What follows belongs to an exercise in optimizing a design on an open flow for small area, a short achievable clock period and few clock cycles per item; a production flow would make more cautious choices. RTL that was checked went through simulation tests only; none was proved equivalent to the original. Power is estimated from default activity; no workload was simulated.

Setup of the baseline:
// mproc
module mproc (input wire clk, reset, input wire [15:0] ins, output wire [15:0] addr,
  output wire wb_en, output wire [2:0] wb_addr, output wire [15:0] wb_data, output wire cout);
  wire [7:0] sa, sb;
  wire [2:0] d;
  wire [1:0] op;
  wire exn, clr;
  pc pc_0 (clk, reset, addr);
  ir ir_0 (clk, reset, ins, sa, sb, d, op, exn, clr);
  reg_alu reg_alu_0 (clk, reset, exn, clr, sa, sb, d, op, wb_en, wb_addr, wb_data, cout);
endmodule
Size in the first run: about 770 cells after synthesis, ~190 flip-flops, about 55 I/O pins, roughly 8200 µm² of cells after synthesis.
==> module ir, before the edit <==
module ir (input wire clk, reset, input wire [15:0] ins, output reg [7:0] sa, sb,
  output reg [2:0] d, output reg [1:0] op, output reg exn, output reg clr);
  reg halted;
  wire [5:0] insn;
  wire [7:0] sa_d, sb_d;
  wire z1, z2, nclr, nhalted_nx, okn, halted_d;
  genvar k;
  generate
    for (k = 0; k < 6; k = k + 1) begin : g_insn
      g_inv u (ins[k], insn[k]);
    end
    for (k = 0; k < 8; k = k + 1) begin : g_dec
      g_nor3 ua (k[0] ? insn[0] : ins[0], k[1] ? insn[1] : ins[1], k[2] ? insn[2] : ins[2], sa_d[k]);
      g_nor3 ub (k[0] ? insn[3] : ins[3], k[1] ? insn[4] : ins[4], k[2] ? insn[5] : ins[5], sb_d[k]);
    end
  endgenerate
  g_nor3 u_z1 (ins[15], ins[14], ins[13], z1);
  g_inv u_nclr (clr, nclr);
  g_aoi21 u_hn (nclr, exn, halted, nhalted_nx);
  g_nor2 u_hd (reset, nhalted_nx, halted_d);
  g_nor3 u_z2 (ins[12], ins[11], reset, z2);
  g_nand3 u_ok (z1, z2, nhalted_nx, okn);
  always @(posedge clk) begin
    sa <= sa_d;
    sb <= sb_d;
    d <= ins[8:6];
    op <= ins[10:9];
    exn <= okn;
    clr <= reset;
    halted <= halted_d;
  end
endmodule
Settings: LEC_CHECK=0, CAP_MARGIN=20, CORE_MARGIN=2, CORE_UTILIZATION=40, SLEW_MARGIN=20, SYNTH_HIERARCHICAL=1; clock period 11.0 ns.
standard.sh (not shown) runs the stock make flow with config.mk's settings and CLKGATE_MAP_FILE= SYNTH_SCRIPT=/design/flow/synth_recipe.tcl, a recipe that flattens the netlist after the stock synthesis.
==> flow/flow/run.sh <==
#!/bin/bash
# Layout flow: the standard synthesis unchanged, then the standard ORFS
# steps with these changes (settings in flow/params.sh):
#  - repair_timing is asked to leave a setup margin (SETUP_SLACK_MARGIN); the
#    design is still laid out and signed off at the design's clock period,
#    the margin only makes the resizer work harder;
#  - ports are buffered with plain buffers, and delay cells are not used as
#    buffers;
#  - clock tree buffers as set in CTS_ARGS;
#  - after global routing, optionally the worst paths are upsized
#    (flow/upsize.tcl), then cells are downsized where that keeps the setup
#    slack (flow/downsize.tcl).
# Each tool's output goes to its own log in this folder.
set -uo pipefail
source flow/params.sh
export FLOWDIR=$PWD/flow
bash standard.sh synth > synth.log 2>&1 || exit 1
export DONT_USE_CELLS="$EXTRA_DONT_USE"
VARS=(SETUP_SLACK_MARGIN=$MARGIN "BUFFER_PORTS_ARGS=$BUFFER_PORTS_ARGS" "${EXTRA[@]}")
if [[ -n "${DOWNSIZE_MARGIN:-}" ]]; then
  export DOWNSIZE_MARGIN DOWNSIZE_HOLD_MARGIN UPSIZE_TARGET=${UPSIZE_TARGET:-}
  VARS+=("POST_GLOBAL_ROUTE_TCL=$FLOWDIR/downsize_hook.tcl")
fi
bash standard.sh "${VARS[@]}" finish > layout.log 2>&1
Other scripts of this flow, unchanged in this note and not shown: flow/flow/downsize.tcl, flow/flow/downsize_hook.tcl, flow/flow/params.sh, flow/flow/upsize.tcl
The baseline: PASS, flow complete, no timing, DRC or antenna violations
--- input diff the baseline..the candidate ---
--- a/flow/design.v
+++ b/flow/design.v
@@ -502,36 +502,39 @@
   pc pc_0 (clk, reset, addr);
   ir ir_0 (clk, reset, ins, sa, sb, d, op, exn, clr);
   reg_alu reg_alu_0 (clk, reset, exn, clr, sa, sb, d, op, wb_en, wb_addr, wb_data, cout);
 endmodule
 module ir (input wire clk, reset, input wire [15:0] ins, output reg [7:0] sa, sb,
   output reg [2:0] d, output reg [1:0] op, output reg exn, output reg clr);
-  reg halted;
+  reg halted, halt_ir;
   wire [5:0] insn;
   wire [7:0] sa_d, sb_d;
-  wire z1, z2, nclr, nhalted_nx, okn, halted_d;
+  wire z1, z2, z3, halt_in, nclr, nhalted_nx, okn, halted_d;
   genvar k;
   generate
     for (k = 0; k < 6; k = k + 1) begin : g_insn
       g_inv u (ins[k], insn[k]);
     end
     for (k = 0; k < 8; k = k + 1) begin : g_dec
       g_nor3 ua (k[0] ? insn[0] : ins[0], k[1] ? insn[1] : ins[1], k[2] ? insn[2] : ins[2], sa_d[k]);
       g_nor3 ub (k[0] ? insn[3] : ins[3], k[1] ? insn[4] : ins[4], k[2] ? insn[5] : ins[5], sb_d[k]);
     end
   endgenerate
   g_nor3 u_z1 (ins[15], ins[14], ins[13], z1);
+  g_nor2 u_z3 (ins[12], ins[11], z3);
+  g_nand2 u_h (z1, z3, halt_in);
   g_inv u_nclr (clr, nclr);
-  g_aoi21 u_hn (nclr, exn, halted, nhalted_nx);
+  g_aoi21 u_hn (nclr, halt_ir, halted, nhalted_nx);
   g_nor2 u_hd (reset, nhalted_nx, halted_d);
   g_nor3 u_z2 (ins[12], ins[11], reset, z2);
   g_nand3 u_ok (z1, z2, nhalted_nx, okn);
   always @(posedge clk) begin
     sa <= sa_d;
     sb <= sb_d;
     d <= ins[8:6];
     op <= ins[10:9];
+    halt_ir <= halt_in;
     exn <= okn;
     clr <= reset;
     halted <= halted_d;
   end
 endmodule
[summary]
Global-route usage: the baseline and the candidate compared, higher one is the baseline. Relative to the baseline, power share of the clock group has decreased by 0.6 points in the candidate. The candidate falls short of the baseline in worst hold slack. Total of plain and repair buffers excluding clock buffers (lower): the candidate. NOTE via count the baseline->the candidate decreased by a few percent.
Testbench counts of the candidate, summed over its fixed seeds: cycles 6,861, instrs 6,733.
The RTL of the baseline was laid out without a check of its function.

-- what the ideal ports hide --
In the flow no input, the clock included, has a driving cell. The finished layouts below were timed again as built, in two steps.
Step 1 sets driving cells, clkbuf_16 on the clock port and buf_2 on the other inputs (assumed; they add their load-dependent delay and slew).
Step 2 adds t to the input delays and takes it off the output delays; t is the mean of the earliest and latest rising clock arrival at the registers after step 1. Input paths then give back, and output paths get back, about the clock's delay inside the block.
Slacks: ideal / step 1 / step 2; pairs: ideal / step 1.
| run | t (ns) | slack for setup (ns) | worst slew at a driven data input, ns | cell pins on the clock port's net |
|---|---|---|---|---|
| the baseline | 0.434 | 7.891 / 7.846 / 7.977 | 0.04 | 1 |
| the candidate | 0.424 | 7.925 / 7.882 / 7.985 | 0.03 | 1 |
After both steps every run listed still meets setup and hold.
